This design comes from an exercise in tuning for small area and a short achievable clock period on the open sky130 flow, not from production work. Where RTL was checked, it was by simulation tests only, not by an equivalence proof against the original. For runs 1 and 3, only the layout was checked, not whether the RTL still works. Power is estimated from default activity; no workload was simulated.

[flow/knobs.txt]
SETUP_SLACK_MARGIN=5.5
CTS_ARGS=-sink_clustering_enable -repair_clock_nets -root_buf sky130_fd_sc_hd__clkbuf_16 -buf_list sky130_fd_sc_hd__clkbuf_8 -dont_use_dummy_load
BUFFER_PORTS_ARGS=-buffer_cell sky130_fd_sc_hd__buf_1
MATCH_CELL_FOOTPRINT=0
[config.mk]
export PLATFORM = sky130hd
export DESIGN_NAME = tanh9slices
export DESIGN_NICKNAME = tanh9slices
export VERILOG_FILES = /design/flow/design.v
export SDC_FILE = /design/flow/constraint.sdc
export NUM_CORES = 4
export LEC_CHECK = 0
export CAP_MARGIN = 20
export CORE_MARGIN = 2
export CORE_UTILIZATION = 40
export SLEW_MARGIN = 20
[constraint.sdc]
create_clock -name core_clock -period 8.0 [get_ports {clk}]
set_input_delay 1.6000 -clock core_clock [delete_from_list [all_inputs] [get_ports {clk}]]
set_output_delay 1.6000 -clock core_clock [all_outputs]
set_load 0.01 [all_outputs]
[standard.sh]
#!/bin/bash
# synth_recipe.tcl (not shown) runs the flow's synth.tcl, then flattens the netlist and writes it again
# the make line also repeats each setting of config.mk as NAME=value (left out here)
make -C /OpenROAD-flow-scripts/flow DESIGN_CONFIG=/design/flow/config.mk WORK_HOME=/design/flow/orfs CLKGATE_MAP_FILE= SYNTH_SCRIPT=/design/flow/synth_recipe.tcl "${@:-finish}"
[flow/run.sh]
#!/bin/bash
set -euo pipefail
mapfile -t KNOBS < <(grep -v '^\s*$' flow/knobs.txt)
bash standard.sh "${KNOBS[@]}" finish > flow_make.log 2>&1
[design.v]
`timescale 1ns / 1ps
module tanh9_lane (
    input  wire        clk,
    input  wire [15:0] x,
    output wire [15:0] y
);
    wire        s_in = x[15];
    wire [14:0] ua   = x[14:0] ^ {15{s_in}};
    wire sat_in = ua[14] | ua[13] | (ua[12] & ua[11]);
    wire lo683  = (ua[10:0] < 11'd683);
    wire hi1365 = (~ua[10:0] < 11'd683);
    reg        s1_s, s1_sat, s1_h;
    reg [10:0] s1_u;
    reg        gA, gB, gC, gD, gE;
    always @(posedge clk) begin
        s1_s   <= s_in;
        s1_sat <= sat_in;
        s1_u   <= x[10:0];
        s1_h   <= ua[12];
        gA <= ~sat_in & ~ua[12] & ~ua[11] &  lo683;     
        gB <= ~sat_in & ~ua[12] & ~ua[11] & ~lo683;     
        gC <= ~sat_in & ~ua[12] &  ua[11] & ~hi1365;    
        gD <= ~sat_in & ((~ua[12] & ua[11] & hi1365) | (ua[12] & ~ua[11] & lo683));   
        gE <= ~sat_in & ua[12] & ~ua[11] & ~lo683;     
    end
    wire        s = s1_s;
    wire [10:0] u = s1_u;
    wire gD1 = gD & ~s1_h;
    wire gD2 = gD & s1_h;
    wire p1 = gA | (gC & u[0]);
    wire p2 = (gA & ~u[0]);
    wire gs3 = gD | gE;
    wire p4 = (gs3 & u[0]) | (gC & u[1]) | (gA & ~u[1]);
    wire p5 = (gs3 & u[1]) | (gC & u[2]) | (gA & ~u[2]);
    wire gs6 = ~(gA | s1_sat);
    wire p7 = gA | (gs6 & u[0]);
    wire p8 = (gA & ~u[0]) | (gs3 & u[2]) | (gC & u[3]);
    wire p9 = (gA & ~u[3]);
    wire p10 = (gs6 & u[1]) | (gA & ~u[1]);
    wire p11 = (gs3 & u[3]) | (gC & u[4]) | (gA & ~u[4]);
    wire p12 = (gD & u[0]);
    wire p13 = (gs6 & u[2]) | (gA & ~u[2]);
    wire p14 = (gs3 & u[4]) | (gC & u[5]) | (gA & ~u[5]);
    wire p15 = (gE & u[0]) | (gD & u[1]);
    wire p16 = gA | (gs6 & u[3]);
    wire p17 = (gB & u[0]) | (gA & ~u[0]) | (gs3 & u[5]) | (gC & u[6]);
    wire p18 = (gE & u[1]) | (gD & u[2]) | (gA & ~u[3]);
    wire p19 = (gA & ~u[6]);
    wire p20 = (gA & ~u[1]) | (gs6 & u[4]);
    wire p21 = (gB & u[1]) | (gA & ~u[4]) | (gs3 & u[6]) | (gC & u[7]);
    wire p22 = (gD & u[0]) | (gE & u[2]) | (gA & ~u[7]);
    wire p23 = (gD & u[3]);
    wire p24 = (gA & ~u[2]) | (gs6 & u[5]);
    wire p25 = (gB & u[0]) | (gA & ~u[5]) | (gs3 & u[7]) | (gC & u[8]);
    wire p26 = (gD & u[1]) | (gB & u[2]) | (gE & u[3]) | (gA & ~u[8]);
    wire p27 = (gD & u[4]);
    wire p28 = (gA & ~u[3]) | (gs6 & u[6]);
    wire p29 = (gC & u[0]) | (gB & u[1]) | (gA & ~u[6]) | (gs3 & u[8]);
    wire p30 = (gD & u[2]) | (gB & u[3]) | (gE & u[4]) | (gC & u[9]) | (gA & ~u[9]);
    wire p31 = (gD & u[5]);
    wire p32 = (gA & ~u[10]) | (gs6 & u[7]);
    wire p33 = (gB & u[0]) | (gC & u[1]) | (gA & ~u[4]) | (gs3 & u[9]);
    wire p34 = (gC & u[10]) | (gB & u[2]) | (gD & u[3]) | (gE & u[5]) | (gA & ~u[7]);
    wire p35 = (gB & u[4]) | (gD & u[6]);
    wire p36 = (gA & ~s) | (gs6 & u[8]);
    wire p37 = (gC & s) | (gA & u[0]) | (gB & u[1]) | (gs3 & u[10]);
    wire p38 = (gC & u[2]) | (gB & u[3]) | (gD & u[4]) | (gA & ~u[5]) | (gE & u[6]);
    wire p39 = (gB & u[5]) | (gD & u[7]) | (gA & ~u[8]);
    wire p40 = s1_sat | (gA & ~s) | (gs6 & u[9]);
    wire gs41 = gC | gE | gD1;
    wire p42 = (gs41 & s) | (gA & u[1]) | (gB & u[2]) | (gD2 & u[5]);
    wire p43 = (gC & u[3]) | (gB & u[4]) | (gA & ~u[6]) | (gE & u[7]) | (gD & u[8]);
    wire p44 = (gD2 & ~s) | (gD1 & u[5]) | (gB & u[6]) | (gA & ~u[9]);
    wire gs45 = ~(gB | gC);
    wire gs46 = gB | gC;
    wire p47 = (gs45 & ~s) | (gs46 & u[10]);
    wire p48 = (gC & s) | (gs3 & u[10]) | (gA & ~u[10]) | (gB & u[3]);
    wire p49 = (gA & u[2]) | (gC & u[4]) | (gB & u[5]) | (gD & u[6]) | (gE & u[8]);
    wire p50 = (gB & u[7]) | (gA & ~u[7]) | (gD & u[9]);
    wire gs51 = gB | s1_sat;
    wire p52 = gs41 | (gs51 & s) | (gD2 & u[10]) | (gA & u[3]);
    wire p53 = (gB & u[4]) | (gC & u[5]) | (gD & u[7]) | (gA & ~u[8]) | (gE & u[9]);
    wire p54 = (gD1 & u[10]) | (gB & u[6]);
    wire p55 = (gB & u[8]);
    wire gs56 = gA | gB | s1_sat;
    wire p57 = gC | (gs56 & ~s) | (gE & u[10]) | (gD & u[8]);
    wire p58 = (gD1 & s) | (gA & u[4]) | (gB & u[5]) | (gC & u[6]);
    wire p59 = (gB & u[7]) | (gA & ~u[9]);
    wire p60 = (gB & u[9]);
    wire gs61 = gA | s1_sat | gD2;
    wire p62 = (gB & s) | (gs61 & ~s) | (gC & u[7]) | (gD1 & u[9]);
    wire p63 = (gB & u[10]) | (gA & ~u[10]) | (gD2 & u[9]);
    wire p64 = (gA & u[5]) | (gB & u[6]);
    wire p65 = (gB & u[8]);
    wire gs66 = gC | gD;
    wire gs67 = gE | s1_sat;
    wire p68 = gB | (gs66 & s) | (gs67 & ~s) | (gA & u[6]);
    wire p69 = (gD & u[10]) | (gB & u[7]) | (gC & u[8]);
    wire p70 = (gB & u[9]);
    wire gs71 = gB | gD2;
    wire gs72 = gA | gE | s1_sat;
    wire p73 = gs71 | (gC & s) | (gs72 & ~s);
    wire p74 = (gB & u[10]) | (gA & u[7]) | (gC & u[9]);
    wire p75 = (gB & u[8]);
    wire gs76 = gA | gE | s1_sat | gD1;
    wire p77 = gD2 | (gs46 & s) | (gs76 & ~s);
    wire p78 = (gC & u[10]) | (gA & u[8]) | (gB & u[9]);
    wire gs79 = gC | gD2;
    wire p80 = gs79 | (gs76 & ~s) | (gB & u[10]);
    wire p81 = (gA & u[9]);
    wire p82 = gs79 | (gs76 & ~s);
    wire p83 = (gA & u[10]);
    wire s84 = p16 ^ p17;
    wire c85 = p16 & p17;
    wire s86 = p20 ^ p21 ^ p22;
    wire c87 = (p20 & p21) | (p20 & p22) | (p21 & p22);
    wire s88 = p24 ^ p25 ^ p26;
    wire c89 = (p24 & p25) | (p24 & p26) | (p25 & p26);
    wire s90 = p28 ^ p29 ^ p30;
    wire c91 = (p28 & p29) | (p28 & p30) | (p29 & p30);
    wire s92 = p32 ^ p33 ^ p34;
    wire c93 = (p32 & p33) | (p32 & p34) | (p33 & p34);
    wire s94 = p36 ^ p37 ^ p38;
    wire c95 = (p36 & p37) | (p36 & p38) | (p37 & p38);
    wire s96 = p40 ^ p42 ^ p43;
    wire c97 = (p40 & p42) | (p40 & p43) | (p42 & p43);
    wire s98 = p47 ^ p48 ^ p49;
    wire c99 = (p47 & p48) | (p47 & p49) | (p48 & p49);
    wire s100 = p52 ^ p53 ^ p54;
    wire c101 = (p52 & p53) | (p52 & p54) | (p53 & p54);
    wire s102 = p57 ^ p58 ^ p59;
    wire c103 = (p57 & p58) | (p57 & p59) | (p58 & p59);
    wire s104 = p62 ^ p63 ^ p64;
    wire c105 = (p62 & p63) | (p62 & p64) | (p63 & p64);
    wire s106 = p68 ^ p69;
    wire c107 = p68 & p69;
    wire s108 = p73 ^ p74;
    wire c109 = p73 & p74;
    wire s110 = p7 ^ p8;
    wire c111 = p7 & p8;
    wire s112 = p10 ^ p11 ^ p12;
    wire c113 = (p10 & p11) | (p10 & p12) | (p11 & p12);
    wire s114 = p13 ^ p14 ^ p15;
    wire c115 = (p13 & p14) | (p13 & p15) | (p14 & p15);
    wire s116 = p18 ^ p19 ^ s84;
    wire c117 = (p18 & p19) | (p18 & s84) | (p19 & s84);
    wire s118 = p23 ^ c85 ^ s86;
    wire c119 = (p23 & c85) | (p23 & s86) | (c85 & s86);
    wire s120 = p27 ^ c87 ^ s88;
    wire c121 = (p27 & c87) | (p27 & s88) | (c87 & s88);
    wire s122 = p31 ^ c89 ^ s90;
    wire c123 = (p31 & c89) | (p31 & s90) | (c89 & s90);
    wire s124 = p35 ^ c91 ^ s92;
    wire c125 = (p35 & c91) | (p35 & s92) | (c91 & s92);
    wire s126 = p39 ^ c93 ^ s94;
    wire c127 = (p39 & c93) | (p39 & s94) | (c93 & s94);
    wire s128 = p44 ^ c95 ^ s96;
    wire c129 = (p44 & c95) | (p44 & s96) | (c95 & s96);
    wire s130 = p50 ^ c97 ^ s98;
    wire c131 = (p50 & c97) | (p50 & s98) | (c97 & s98);
    wire s132 = p55 ^ c99 ^ s100;
    wire c133 = (p55 & c99) | (p55 & s100) | (c99 & s100);
    wire s134 = p60 ^ c101 ^ s102;
    wire c135 = (p60 & c101) | (p60 & s102) | (c101 & s102);
    wire s136 = p65 ^ c103 ^ s104;
    wire c137 = (p65 & c103) | (p65 & s104) | (c103 & s104);
    wire s138 = p70 ^ c105 ^ s106;
    wire c139 = (p70 & c105) | (p70 & s106) | (c105 & s106);
    wire s140 = p75 ^ c107 ^ s108;
    wire c141 = (p75 & c107) | (p75 & s108) | (c107 & s108);
    wire s142 = p77 ^ p78 ^ c109;
    wire c143 = (p77 & p78) | (p77 & c109) | (p78 & c109);
    wire s144 = p80 ^ p81;
    wire c145 = p80 & p81;
    wire s146 = p82 ^ p83;
    wire s147 = c145 ^ s146;
    wire [21:0] ra = {s147, c143, c141, c139, c137, c135, c133, c131, c129, c127, c125, c123, c121, c119, c117, c115, c113, c111, p9, p5, p4, p1};
    wire [21:0] rb = {1'b0, s144, s142, s140, s138, s136, s134, s132, s130, s128, s126, s124, s122, s120, s118, s116, s114, s112, s110, 1'b0, 1'b0, p2};
    wire [5:0] lo = {1'b0, ra[4:0]} + {1'b0, rb[4:0]};
    reg        s2_s, s2_c;
    reg [21:5] s2_a, s2_b;
    always @(posedge clk) begin
        s2_s <= s; s2_c <= lo[5]; s2_a <= ra[21:5]; s2_b <= rb[21:5];
    end
    wire [21:5] sum = s2_a + s2_b + {16'd0, s2_c};
    wire [10:0] r = sum[21:11];
    reg        s3_s;
    reg [10:0] s3_y;
    always @(posedge clk) begin
        s3_s <= s2_s;
        s3_y <= r;
    end
    assign y = {{5{s3_s}}, s3_y};
endmodule
module tanh9slices (
    input wire clk,
    input wire rst_n,
    input wire signed [15:0] x0_in,
    input wire signed [15:0] x1_in,
    input wire valid_in,
    output wire signed [15:0] y0_out,
    output wire signed [15:0] y1_out,
    output reg valid_out
);
    reg v1, v2;
    always @(posedge clk or negedge rst_n) begin
        if (!rst_n) begin
            v1 <= 1'b0; v2 <= 1'b0; valid_out <= 1'b0;
        end else begin
            v1 <= valid_in; v2 <= v1; valid_out <= v2;
        end
    end
    tanh9_lane lane0 (.clk(clk), .x(x0_in), .y(y0_out));
    tanh9_lane lane1 (.clk(clk), .x(x1_in), .y(y1_out));
endmodule
==> impl_metrics.py, run 1 <==
metrics = {
    "status": {
        "status": "no timing/DRC/antenna violations",
    },
    "clock_network": {
        "htreeDepth": 4,
        "cts_sinks": 135,
        "cts_tree": "done",
        "cts_hold_buf": 0,
        "clk_latency_ns": 0.37,
        "clkTransAtPathRegs_ns": 0.06,
        "cts_buffers": 17,
        "cts_root_buffer": "clkbuf_16",
        "max-clock-path-buffers": 2,
    },
    "routing": {
        "detail_route.wl_per_cell_um": 15.5,
        "first_pass_iters": 5,
        "routed_wl_um": 17800,
        "drc": 0,
        "via_count": 6199,
        "final_antenna_net_count": 0,
        "drt_iter0_drc": 680,
        "vias_per_cell": 5.38,
    },
    "sta": {
        "whs_ns": 0.329,
        "final_hold_viol_count": 0,
        "fin_worst_skew_ns": 0.0166,
        "maxSlewHeadroom_pct": 52.6,
        "tightest_slew_ns": 0.710,
        "slew_violations": 0,
        "fin_ws_ns": 5.46,
        "fin_tns_setup_ns": 0,
        "setup_viol": 0,
        "fin_crit_sh_pct": 31.7,
        "final.min_clock_period_ns": 2.54,
        "fmax_ghz": 0.394,
        "rsz0062_at_grt": "true",
    },
    "place": {
        "hpwlAfterDp_um": 13200,
        "dp_slack_ns": 5.05,
        "numPortBuffers": 67,
        "gp_congestion": 0.886,
    },
    "synth": {
        "yosys.area.top_type_share_pct": 33.2,
        "synth-edff-count": 0,
        "ys_seq_elements": 135,
        "async_reset_ff_share_pct": 2.22,
        "netlist_area_um2": 7970,
        "avgSynthCellArea_um2": 9.20,
        "synth_cells": 866,
        "yosys-top-cells-area": "dfxtp_1 33%, fa_1 13%, ha_1 7.2%",
        "synth-seq-area-share_pct": 34.1,
        "ys_warn_count": 2,
        "synth_nets": 999,
        "synthFlopType": "dfxtp_1",
        "synth.distinct_cells": 66,
        "yosysTopAreaCell": "dfxtp_1",
    },
    "grt": {
        "grt_overflow_total": 0,
        "grtUsageTotal_pct": 17.3,
        "grt_pass1_vias": 5882,
        "antenna_found_initial": 0,
        "grt_max_degree": 33,
        "grt_pass1_wl_um": 29800,
    },
    "setup_path": {
        "arrival_ns": 2.78,
        "start_kind": "input port",
        "critPathKind": "in2reg",
        "critPathRequiredTime_ns": 8.25,
        "crit_fanout": 3,
        "endpoint_kind": "flip-flop",
    },
    "job": {
        "cap_violations": 0,
    },
    "floorplan": {
        "placementRows": 51,
        "io_pins": 68,
        "die_h_um": 145,
        "start_util_pct": 40.8,
        "core_area_um2": 19500,
        "die_area_um2": 21100,
        "fp.dieW_um": 145,
    },
    "power_and_ir_drop": {
        "pwr_density_cell_nw_per_um2": 189,
        "leakagePower_nw": 4.04,
        "finalPower_w": 0.00163,
        "vdd_ir_drop_max_v": 0.000100,
    },
    "finish": {
        "drive_gt1_share_pct": 7.09,
        "nets": 1023,
        "multi_input_area_um2": 4760,
        "seqCellArea_um2": 2740,
        "n_fill_cell": 1985,
        "antenna_cells": 0,
        "area_growth_pct": 8.40,
    },
    "min_path": {
        "hold_path.class": "reg2reg",
    },
}
[sequential cells by signal, indices dropped and copies added, names as in the netlist, 11 cells and up]
register / count
lane1.s2_b: 16
lane0.s2_b: 16
lane0.s1_u: 11
lane1.s2_a: 17
lane0.s2_a: 17
lane1.s3_y: 11
lane1.s1_u: 11
lane0.s3_y: 11
[path summary, 6_finish.rpt]
kind | startpoint | endpoint | slack (ns) | cells after the start
max in group asynchronous | rst_n | v1$_DFF_PN0_ | 6.83 | 1
hold / removal | lane1.s2_s$_DFF_P_ | lane1.s3_s$_DFF_P_ | 0.33 | 0
hold reg to reg | lane1.s2_s$_DFF_P_ | lane1.s3_s$_DFF_P_ | 0.33 | 0
min in group asynchronous | rst_n | v2$_DFF_PN0_ | 1.03 | 1
setup reg to reg | lane1.gE$_DFF_P_ | lane1.s2_b[13]$_DFF_P_ | 5.57 | 5
setup / recovery | x1_in[1] | lane1.gA$_DFF_P_ | 5.46 | 6
[layout make-up]
class                   count  area share (%)
clock buffers              17            2.84
repair buffers             68            3.30
flip-flops and latches    135            31.7
inverters                  74            3.22
well taps                 265            3.84
multi-input cells         594            55.1
[cell families (layout without fill, tap and decap cells)]
family                     count (synthesis)  after routing  share of synthesized area (%)
buffers and inverters                    137            159                           6.94
muxes                                      1              1                          0.126
adders and majority gates                 98             98                           20.3
xor gates and xnor gates                  21             21                           2.31
AOI/OAI and AO/OA                        236            236                           21.3
and+or+nand+nor                          238            238                           15.0
DFF                                      135            135                           34.1
[timing repair]
action                     in CTS  in global routing
setup endpoints to repair      49                 23
resized for setup              16                 24
hold endpoints to repair        0                  0
setup buffers                   0                  1
pin swaps                       0                  2
[critical path: stages]
cell and delay (ns):
buf_6 0.09, o21a_1 0.17, o21a_1 0.16, o21a_1 0.19, o311a_1 0.36, o21ba_2 0.20
[where the power goes]
part	total, W	switching (W)	internal [W]
Clock	0.000417	0.000217	0.000200
Sequential	0.000830	0.0000601	0.000770
Combinational	0.000385	0.000225	0.000160
[cell usage after synthesis (all sizes together) (13+ instances only)]
master / number
dfxtp: 132
inv: 74
a21oi: 69
a21o: 20
nand2: 83
nor3: 21
nand2b: 13
ha: 46
fa: 52
a22oi: 16
nand3: 20
clkbuf: 49
buf: 14
and2: 16
o21ai: 19
xnor2: 14
nor2: 25
nor2b: 25
[routing by layer]
metal / wire, um / track usage [%] / share of wire (%)
met1: 9110 / 26.6 / 51
met2: 7230 / 23.6 / 41
met3: 1210 / 3.30 / 6.8
met4: 274 / 6.52 / 1.5
met5: 0 / 0 / 0
[stage by stage]
stage / area [um2] / util (%) / std cells
floorplan: 7990 / - / 866
global placement: 8300 / 42.5 / 1135
detailed placement: 8300 / 42.5 / 1135
CTS: 8570 / 43.9 / 1152
global route: 8640 / 44.2 / 1153
finish: 8640 / 44.2 / 1153
[placed cells by master (no fill, tap or decap), types with 9 or more instances in the layout]
| cell type | n |
|---|---|
| dfxtp_1 | 121 |
| nand2_1 | 83 |
| inv_1 | 74 |
| a21oi_1 | 69 |
| buf_1 | 56 |
| fa_1 | 52 |
| ha_1 | 46 |
| nor2b_1 | 25 |
| nor2_1 | 25 |
| nor3_1 | 21 |
| a21o_1 | 20 |
| nand3_1 | 20 |
| o21ai_0 | 17 |
| and2_1 | 16 |
| a22oi_1 | 16 |
| clkbuf_8 | 16 |
| xnor2_1 | 14 |
| nand2b_1 | 13 |
| a221o_1 | 12 |
| o21a_1 | 10 |
| clkbuf_2 | 9 |
==> run 2: changes to the inputs <==
--- a/design.v
+++ b/design.v
@@ -176,13 +176,13 @@
     wire s147 = c145 ^ s146;
     wire [21:0] ra = {s147, c143, c141, c139, c137, c135, c133, c131, c129, c127, c125, c123, c121, c119, c117, c115, c113, c111, p9, p5, p4, p1};
     wire [21:0] rb = {1'b0, s144, s142, s140, s138, s136, s134, s132, s130, s128, s126, s124, s122, s120, s118, s116, s114, s112, s110, 1'b0, 1'b0, p2};
-    wire [5:0] lo = {1'b0, ra[4:0]} + {1'b0, rb[4:0]};
+    wire [6:0] lo = {1'b0, ra[5:0]} + {1'b0, rb[5:0]};
     reg        s2_s, s2_c;
-    reg [21:5] s2_a, s2_b;
+    reg [21:6] s2_a, s2_b;
     always @(posedge clk) begin
-        s2_s <= s; s2_c <= lo[5]; s2_a <= ra[21:5]; s2_b <= rb[21:5];
-    end
-    wire [21:5] sum = s2_a + s2_b + {16'd0, s2_c};
+        s2_s <= s; s2_c <= lo[6]; s2_a <= ra[21:6]; s2_b <= rb[21:6];
+    end
+    wire [21:6] sum = s2_a + s2_b + {15'd0, s2_c};
     wire [10:0] r = sum[21:11];
     reg        s3_s;
     reg [10:0] s3_y;
==> flow/knobs.txt (replaced) <==
SETUP_SLACK_MARGIN=5.5
CTS_ARGS=-sink_clustering_enable -repair_clock_nets -root_buf sky130_fd_sc_hd__clkbuf_16 -buf_list sky130_fd_sc_hd__clkbuf_8 -sink_clustering_size 25 -sink_clustering_max_diameter 80 -dont_use_dummy_load
BUFFER_PORTS_ARGS=-buffer_cell sky130_fd_sc_hd__buf_1
MATCH_CELL_FOOTPRINT=0
==> run 2 against run 1 <==
  * Worst setup slack gained 0.064 ns
  * Cell area decreased by 5.0%
  * Utilization is 0.23 points lower
  * Register-to-register slack improved by 0.04 ns
==> impl_metrics.py, run 2 <==
metrics = {
    "status": {
        "status": "no timing/DRC/antenna violations",
    },
    "synth": {
        "synth-seq-area-share_pct": 34.8,
        "ys_seq_elements": 131,
        "ys_warn_count": 2,
        "yosysMostFrequentCell": "dfxtp_1",
        "synth-edff-count": 0,
        "synth_nets": 967,
        "synth_top_family_by_area": "adder cells",
        "synthMuxAreaShare_pct": 0.579,
        "synth_compound_area_share_pct": 17.9,
        "yosys-top-cells-area": "dfxtp_1 34%, fa_1 14%, ha_1 7.6%",
        "synthTopCellsByCount": "128 x dfxtp_1, 99 x nand2_1, 70 x inv_1",
        "avgSynthCellArea_um2": 9.08,
        "yosys.area.top_type_share_pct": 33.9,
        "synth_xor_area_share_pct": 2.66,
        "synthAdderAreaFrac_pct": 21.4,
        "synth.distinct_cells": 63,
        "netlist_area_um2": 7570,
        "yosysTopAreaCell": "dfxtp_1",
        "async_reset_ff_share_pct": 2.29,
        "synthSimpleGateAreaFrac_pct": 15.8,
        "synthFlopType": "dfxtp_1",
        "synth_cells": 834,
    },
    "place": {
        "gp_congestion": 0.915,
        "dp_slack_ns": 5.18,
        "hpwlAfterDp_um": 12000,
        "dp_cells": 1077,
        "numPortBuffers": 67,
    },
    "setup_path": {
        "crit_chain": "buf_6",
        "critPathKind": "reg2out",
        "endpoint_kind": "output port",
        "crit_fanout": 5,
        "critPathSlowestCell": "dfxtp_4",
        "worstReg2RegEnd": "lane0.s2_b[14]$_DFF_P_",
        "critPathRequiredTime_ns": 6.40,
        "path_buf_inv": 1,
        "cp_slowest_stage_delay_ns": 0.39,
        "regToRegSetupSlack_ns": 5.61,
        "r2r_start": "lane0.s1_u[8]$_DFF_P_",
        "reg2reg_depth": 7,
        "arrival_ns": 0.87,
        "critPathTopFamily": "flip-flops",
        "start_kind": "flip-flop",
    },
    "sta": {
        "slew_violations": 0,
        "setup_viol": 0,
        "fin_ws_ns": 5.53,
        "final_hold_viol_count": 0,
        "fmax_ghz": 0.404,
        "maxSlewHeadroom_pct": 56.0,
        "fin_crit_sh_pct": 30.9,
        "fin_tns_setup_ns": 0,
        "rsz0062_at_grt": "true",
        "tightest_slew_ns": 0.659,
        "fin_worst_skew_ns": 0.0211,
        "final.min_clock_period_ns": 2.47,
    },
    "finish": {
        "layout_common_cells": "117 x dfxtp_1, 99 x nand2_1, 69 x inv_1",
        "finalNonFillerCells": 1095,
        "n_fill_cell": 1868,
        "antenna_cells": 0,
        "multi_input_area_um2": 4440,
        "seqCellArea_um2": 2660,
        "reg.largest.list": "lane0.s2_a x16, lane1.s2_a x16",
        "area_growth_pct": 8.41,
        "drive_gt1_share_pct": 7.20,
        "nets": 996,
        "final_util_pct": 44.0,
        "final_common_cell": "dfxtp_1",
    },
    "min_path": {
        "min_to": "lane0.s3_s$_DFF_P_",
        "hold_path.class": "reg2reg",
        "worstHoldStart": "lane0.s2_s$_DFF_P_",
        "hold_depth": 0,
    },
    "routing": {
        "final_antenna_net_count": 0,
        "vias_per_cell": 5.41,
        "first_pass_iters": 7,
        "routed_wl_um": 16200,
        "via_count": 5922,
        "drt_iter0_drc": 533,
        "drc": 0,
        "detail_route.wl_per_cell_um": 14.8,
    },
    "floorplan": {
        "io_pins": 68,
        "fp.dieW_um": 142,
        "placementRows": 50,
        "core_area_um2": 18600,
        "die_h_um": 142,
        "start_util_pct": 40.6,
        "die_area_um2": 20000,
    },
    "power_and_ir_drop": {
        "leakagePower_nw": 3.85,
        "power.internal_w": 0.00109,
        "finalPower_w": 0.00154,
        "pwr_density_cell_nw_per_um2": 188,
        "power.share.combinational_pct": 21.2,
        "vdd_ir_drop_max_v": 0.000110,
        "swShare_pct": 29.5,
        "switching_power_w": 0.000454,
        "power_frac_clock_pct": 26.8,
        "seqPwrFrac_pct": 52.0,
    },
    "grt": {
        "antenna_found_initial": 0,
        "grt_max_degree": 30,
        "grt_pass1_wl_um": 27300,
        "grtUsageMet1_pct": 21.2,
        "grt_overflow_total": 0,
        "grtUsageTotal_pct": 17.0,
        "top_usage_layer": "met2",
        "grt_pass1_vias": 5646,
        "met2_usage_pct": 28.0,
        "met3_usage_pct": 4.35,
    },
    "job": {
        "cap_violations": 0,
    },
    "clock_network": {
        "cts_buffers": 17,
        "cts_sinks": 131,
        "cts_tree": "done",
        "max-clock-path-buffers": 2,
        "clk_latency_ns": 0.37,
        "clkTransAtPathRegs_ns": 0.08,
        "htreeDepth": 4,
        "cts_hold_buf": 0,
        "cts_root_buffer": "clkbuf_16",
    },
}
## run 2: changes by cell type after synthesis, moves of 5 or more
cell / before / now
nand2_1: 83 / 99
nor2_1: 25 / 38
nand3_1: 20 / 29
or3_1: 8 / 0
nor2b_1: 25 / 18
a221o_1: 12 / 6
o21ai_1: 1 / 7
a21boi_0: 6 / 1
a311oi_1: 5 / 0
nor3_1: 21 / 16
## run 2: cell type report
class / count / area share, %
tap: 234 / 3.57
timing repair buffer: 68 / 3.70
sequential: 131 / 32.4
inverter: 70 / 3.25
multi-input combinational: 575 / 54.1
clock buffer: 17 / 2.99
## run 2: how the worst max path moves through the flow
stage / from / to / slack, ns / cells past startpoint
final: lane1.s3_s$_DFF_P_ / y1_out[15] / 5.53 / 1
after global routing: lane0.s1_h$_DFF_P_ / lane0.s2_b[14]$_DFF_P_ / 5.44 / 7
after CTS: lane1.s1_h$_DFF_P_ / lane1.s2_b[14]$_DFF_P_ / 5.49 / 7
after detailed placement: x1_in[1] / lane1.gA$_DFF_P_ / 5.18 / 7
after global placement: x1_in[1] / lane1.gA$_DFF_P_ / 5.20 / 7
after floorplan: x0_in[1] / lane0.gA$_DFF_P_ / 5.39 / 6
## run 2: logic make-up after synthesis
| logic type | Yosys count |
|---|---|
| XOR/XNOR | 23 |
| buffers and inverters | 128 |
| multiplexers | 4 |
| flip-flops | 131 |
| AO/OA/AOI/OAI | 197 |
| AND/OR/NAND/NOR | 253 |
| adder cells (fa/ha/maj) | 98 |
## run 2: power by group through the flow
stage               Combinational [W]  Clock [W]  Sequential (W)
CTS                          0.000329   0.000434        0.000801
global route                 0.000377   0.000461        0.000811
detailed placement           0.000326          0        0.000814
finish                       0.000326   0.000413        0.000801
floorplan                    0.000239          0        0.000804
global placement             0.000319          0        0.000815
## run 2: metal layers
metal  up-vias  part of all wire (%)
li1       2874                     -
met1      2756                    43
met2       239                    48
met3        53                   6.0
met4         0                   3.0
met5         -                     0
## run 2: repair_timing
action,CTS,global route
setup endpoints to repair,42,35
buffers inserted,0,1
resized for setup,21,21
gates cloned,0,0
## run 2: stage by stage
stage / cell area, um2 / hold WS, ns
5_1_grt: 8210 / 0.318
4_1_cts: 8140 / 0.322
3_5_place_dp: 7870 / 0.314
6_report: 8210 / 0.319
2_1_floorplan: 7580 / 0.310
3_3_place_gp: 7870 / 0.311
==> run 3: changes to the inputs <==
--- a/design.v
+++ b/design.v
@@ -7,8 +7,10 @@
     wire        s_in = x[15];
     wire [14:0] ua   = x[14:0] ^ {15{s_in}};
     wire sat_in = ua[14] | ua[13] | (ua[12] & ua[11]);
-    wire lo683  = (ua[10:0] < 11'd683);
-    wire hi1365 = (~ua[10:0] < 11'd683);
+    wire c1 = (~x[9] & ~x[10]) | (~x[7] & ~x[10] & x[9] & ~x[8]) | (~x[5] & ~x[10] & x[9] & ~x[8] & x[7] & ~x[6]) | (~x[3] & ~x[10] & x[9] & ~x[8] & x[7] & ~x[6] & x[5] & ~x[4]) | (~x[1] & ~x[10] & x[9] & ~x[8] & x[7] & ~x[6] & x[5] & ~x[4] & x[3] & ~x[2]) | (~x[0] & ~x[10] & x[9] & ~x[8] & x[7] & ~x[6] & x[5] & ~x[4] & x[3] & ~x[2] & x[1]);
+    wire c2 = ~((~x[10]) | (~x[8] & x[10] & ~x[9]) | (~x[6] & x[10] & ~x[9] & x[8] & ~x[7]) | (~x[4] & x[10] & ~x[9] & x[8] & ~x[7] & x[6] & ~x[5]) | (~x[2] & x[10] & ~x[9] & x[8] & ~x[7] & x[6] & ~x[5] & x[4] & ~x[3]) | (~x[0] & x[10] & ~x[9] & x[8] & ~x[7] & x[6] & ~x[5] & x[4] & ~x[3] & x[2] & ~x[1]));
+    wire lo683  = s_in ? c2 : c1;
+    wire hi1365 = s_in ? c1 : c2;
     reg        s1_s, s1_sat, s1_h;
     reg [10:0] s1_u;
     reg        gA, gB, gC, gD, gE;
==> flow/knobs.txt (replaced) <==
SETUP_SLACK_MARGIN=5.45
CTS_ARGS=-sink_clustering_enable -repair_clock_nets -buf_list sky130_fd_sc_hd__clkbuf_8 -dont_use_dummy_load
BUFFER_PORTS_ARGS=-buffer_cell sky130_fd_sc_hd__buf_1
==> run 3 against run 2 <==
  * Clock power shrank 3%
  * Sequential share of layout area shrank 0.41 points
  * Still clean on timing, DRC and antenna
  * Global-route usage grew 0.70 points
  * Power grew 0.76%
  * Flip-flop and latch count is the same
  * Sequential power grew 0.5%
  * Clock skew grew 0.0020 ns
  * Synthesized cell count grew 1.9%
  * Largest power group unchanged
  * Highest routed layer unchanged
==> impl_metrics.py, run 3 <==
metrics = {
    "setup_path": {
        "crit_fanout": 5,
        "critPathKind": "reg2out",
        "critPathTopFamily": "flip-flops",
        "endpoint_kind": "output port",
        "r2r_start": "lane0.gE$_DFF_P_",
        "regToRegSetupSlack_ns": 5.56,
        "path_buf_inv": 1,
        "crit_chain": "buf_6",
        "critPathRequiredTime_ns": 6.40,
        "start_kind": "flip-flop",
        "reg2reg_depth": 6,
        "setup.worst_path.start": "lane1.s3_s$_DFF_P_",
        "cp_slowest_stage_delay_ns": 0.39,
        "critPathSlowestCell": "dfxtp_4",
        "worstReg2RegEnd": "lane0.s2_b[13]$_DFF_P_",
        "arrival_ns": 0.94,
    },
    "min_path": {
        "min_to": "lane0.s3_s$_DFF_P_",
        "hold_depth": 0,
        "hold_path.class": "reg2reg",
        "worstHoldStart": "lane0.s2_s$_DFF_P_",
    },
    "synth": {
        "yosysMostFrequentCell": "dfxtp_1",
        "synth-edff-count": 0,
        "async_reset_ff_share_pct": 2.29,
        "yosysTopAreaCell": "dfxtp_1",
        "synth-seq-area-share_pct": 34.3,
        "ys_seq_elements": 131,
        "synth.distinct_cells": 55,
        "ys_warn_count": 2,
        "synth_nets": 983,
        "synth_cells": 850,
        "synthFlopType": "dfxtp_1",
        "netlist_area_um2": 7690,
        "yosys.area.top_type_share_pct": 33.3,
        "yosys-top-cells-area": "dfxtp_1 33%, fa_1 14%, ha_1 7.5%",
        "avgSynthCellArea_um2": 9.05,
        "synthTopCellsByCount": "128 x dfxtp_1, 93 x nand2_1, 74 x a21oi_1",
    },
    "sta": {
        "fmax_ghz": 0.394,
        "tightest_slew_ns": 0.689,
        "rsz0062_at_grt": "true",
        "fin_tns_setup_ns": 0,
        "slew_violations": 0,
        "fin_ws_ns": 5.46,
        "maxSlewHeadroom_pct": 54.0,
        "setup_viol": 0,
        "fin_crit_sh_pct": 31.7,
        "final.min_clock_period_ns": 2.54,
        "fin_worst_skew_ns": 0.0231,
        "final_hold_viol_count": 0,
        "whs_ns": 0.327,
    },
    "clock_network": {
        "ctsResizeCount": 29,
        "htreeDepth": 4,
        "max-clock-path-buffers": 2,
        "clkTransAtPathRegs_ns": 0.06,
        "post_cts_buffers": 0,
        "cts_tree": "done",
        "cts_hold_buf": 0,
        "cts_sinks": 131,
        "cts_root_buffer": "clkbuf_8",
        "clk_latency_ns": 0.44,
        "cts_buffers": 17,
    },
    "floorplan": {
        "placementRows": 50,
        "die_area_um2": 20400,
        "die_h_um": 143,
        "start_util_pct": 41.0,
        "fp.dieW_um": 143,
        "io_pins": 68,
        "core_area_um2": 18800,
    },
    "finish": {
        "final_common_cell": "dfxtp_1",
        "nets": 1007,
        "n_fill_cell": 1842,
        "antenna_cells": 0,
        "drive_gt1_share_pct": 7.68,
        "finalNonFillerCells": 1106,
        "area_growth_pct": 8.13,
        "layout_common_cells": "115 x dfxtp_1, 93 x nand2_1, 74 x a21oi_1",
        "reg.largest.list": "lane0.s2_a x16, lane1.s2_a x16",
    },
    "job": {
        "cap_violations": 0,
    },
    "place": {
        "dp_cells": 1089,
        "dp_slack_ns": 5.11,
        "hpwlAfterDp_um": 12400,
        "gp_congestion": 0.934,
        "numPortBuffers": 67,
    },
    "power_and_ir_drop": {
        "pwr_density_cell_nw_per_um2": 187,
        "vdd_ir_drop_max_v": 0.0000984,
        "leakagePower_nw": 3.91,
    },
    "routing": {
        "detail_route.wl_per_cell_um": 15.1,
        "drt_iter0_drc": 581,
        "drc": 0,
        "vias_per_cell": 5.39,
        "first_pass_iters": 6,
        "via_count": 5966,
        "routed_wl_um": 16700,
        "final_antenna_net_count": 0,
    },
    "status": {
        "status": "no timing/DRC/antenna violations",
    },
    "grt": {
        "grt_overflow_total": 0,
        "grt_pass1_vias": 5768,
        "grt_max_degree": 30,
        "grt_pass1_wl_um": 28600,
        "grtUsageTotal_pct": 17.7,
        "antenna_found_initial": 0,
    },
}
==> run 3: worst max-delay path by stage <==
stage	depth (start not counted)	slack (ns)	end
floorplan	7	5.48	lane0.gD$_DFF_P_
global placement	7	5.14	lane0.gD$_DFF_P_
detailed placement	7	5.11	lane0.gD$_DFF_P_
CTS	1	5.43	y1_out[13]
global route	1	5.42	y1_out[13]
finish	1	5.46	y1_out[13]
==> run 3: layer usage <==
metal	routed length (um)	track usage [%]	vias to the layer above
met4	419	8.34	0
met5	0	0	-
met2	7200	26.3	277
met3	1280	3.59	35
met1	7800	24.6	2716
li1	-	-	2938
==> run 3: final cells by class <==
type                            count  area (um2)  area share [%]
Clock buffer                       17         234            2.81
Inverter                           65         244            2.93
Multi-Input combinational cell    592        4560            54.8
Sequential cell                   131        2660            32.0
Tap cell                          234         293            3.52
Timing Repair Buffer               67         332            3.99
==> run 3: cell families after synthesis <==
| kind of cell | Yosys count | synth area share [%] |
|---|---|---|
| flops | 131 | 34.3 |
| compound gates | 203 | 17.9 |
| buf+inv | 127 | 6.75 |
| simple gates | 263 | 16.9 |
| fa+ha+maj | 98 | 21.0 |
| xor+xnor | 28 | 3.19 |
==> run 3: per-stage QoR <==
stage	cell area (um2)	util, %	total power [W]
after floorplan	7690	-	0.00105
after global placement	7960	42.4	0.00115
after detailed placement	7960	42.4	0.00116
after CTS	8270	44.1	0.00157
after global routing	8320	44.3	0.00167
final	8320	44.3	0.00155
==> run 3: where the power goes <==
group	internal, W	switching (W)
clock network	0.000186	0.000215
logic	0.000147	0.000199
registers	0.000747	0.0000572
total	0.00108	0.000471

[afterwards: timing with drivers on the ports]
The flow's constraints put no driver on any port. The routed layouts listed below were extracted and timed again, unchanged, in two steps. Step 1 (the two cells are an assumption about what drives the block):
set clk [get_ports {clk}]
set_driving_cell -lib_cell sky130_fd_sc_hd__clkbuf_16 $clk
set_driving_cell -lib_cell sky130_fd_sc_hd__buf_2 [delete_from_list [all_inputs] $clk]
Step 2, shift: input delay + t, output delay - t, t = (earliest + latest rising clock arrival at the registers) / 2. This alone moves slack from input paths to output paths. Three values: ideal ports, drivers, drivers and shift; two values: the first two.
run | t (ns) | setup slack, ns | cell pins on the clock port's net
run 1 | 0.398 | 5.463 / 5.473 / 5.075 | 1
run 2 | 0.399 | 5.527 / 5.485 / 5.201 | 1
run 3 | 0.469 | 5.463 / 5.423 / 5.183 | 1
After both steps setup and hold are still met in every run listed. The setup slack of run 1, which loses most, moves by +0.010 ns with the drivers and by -0.388 ns with both steps.
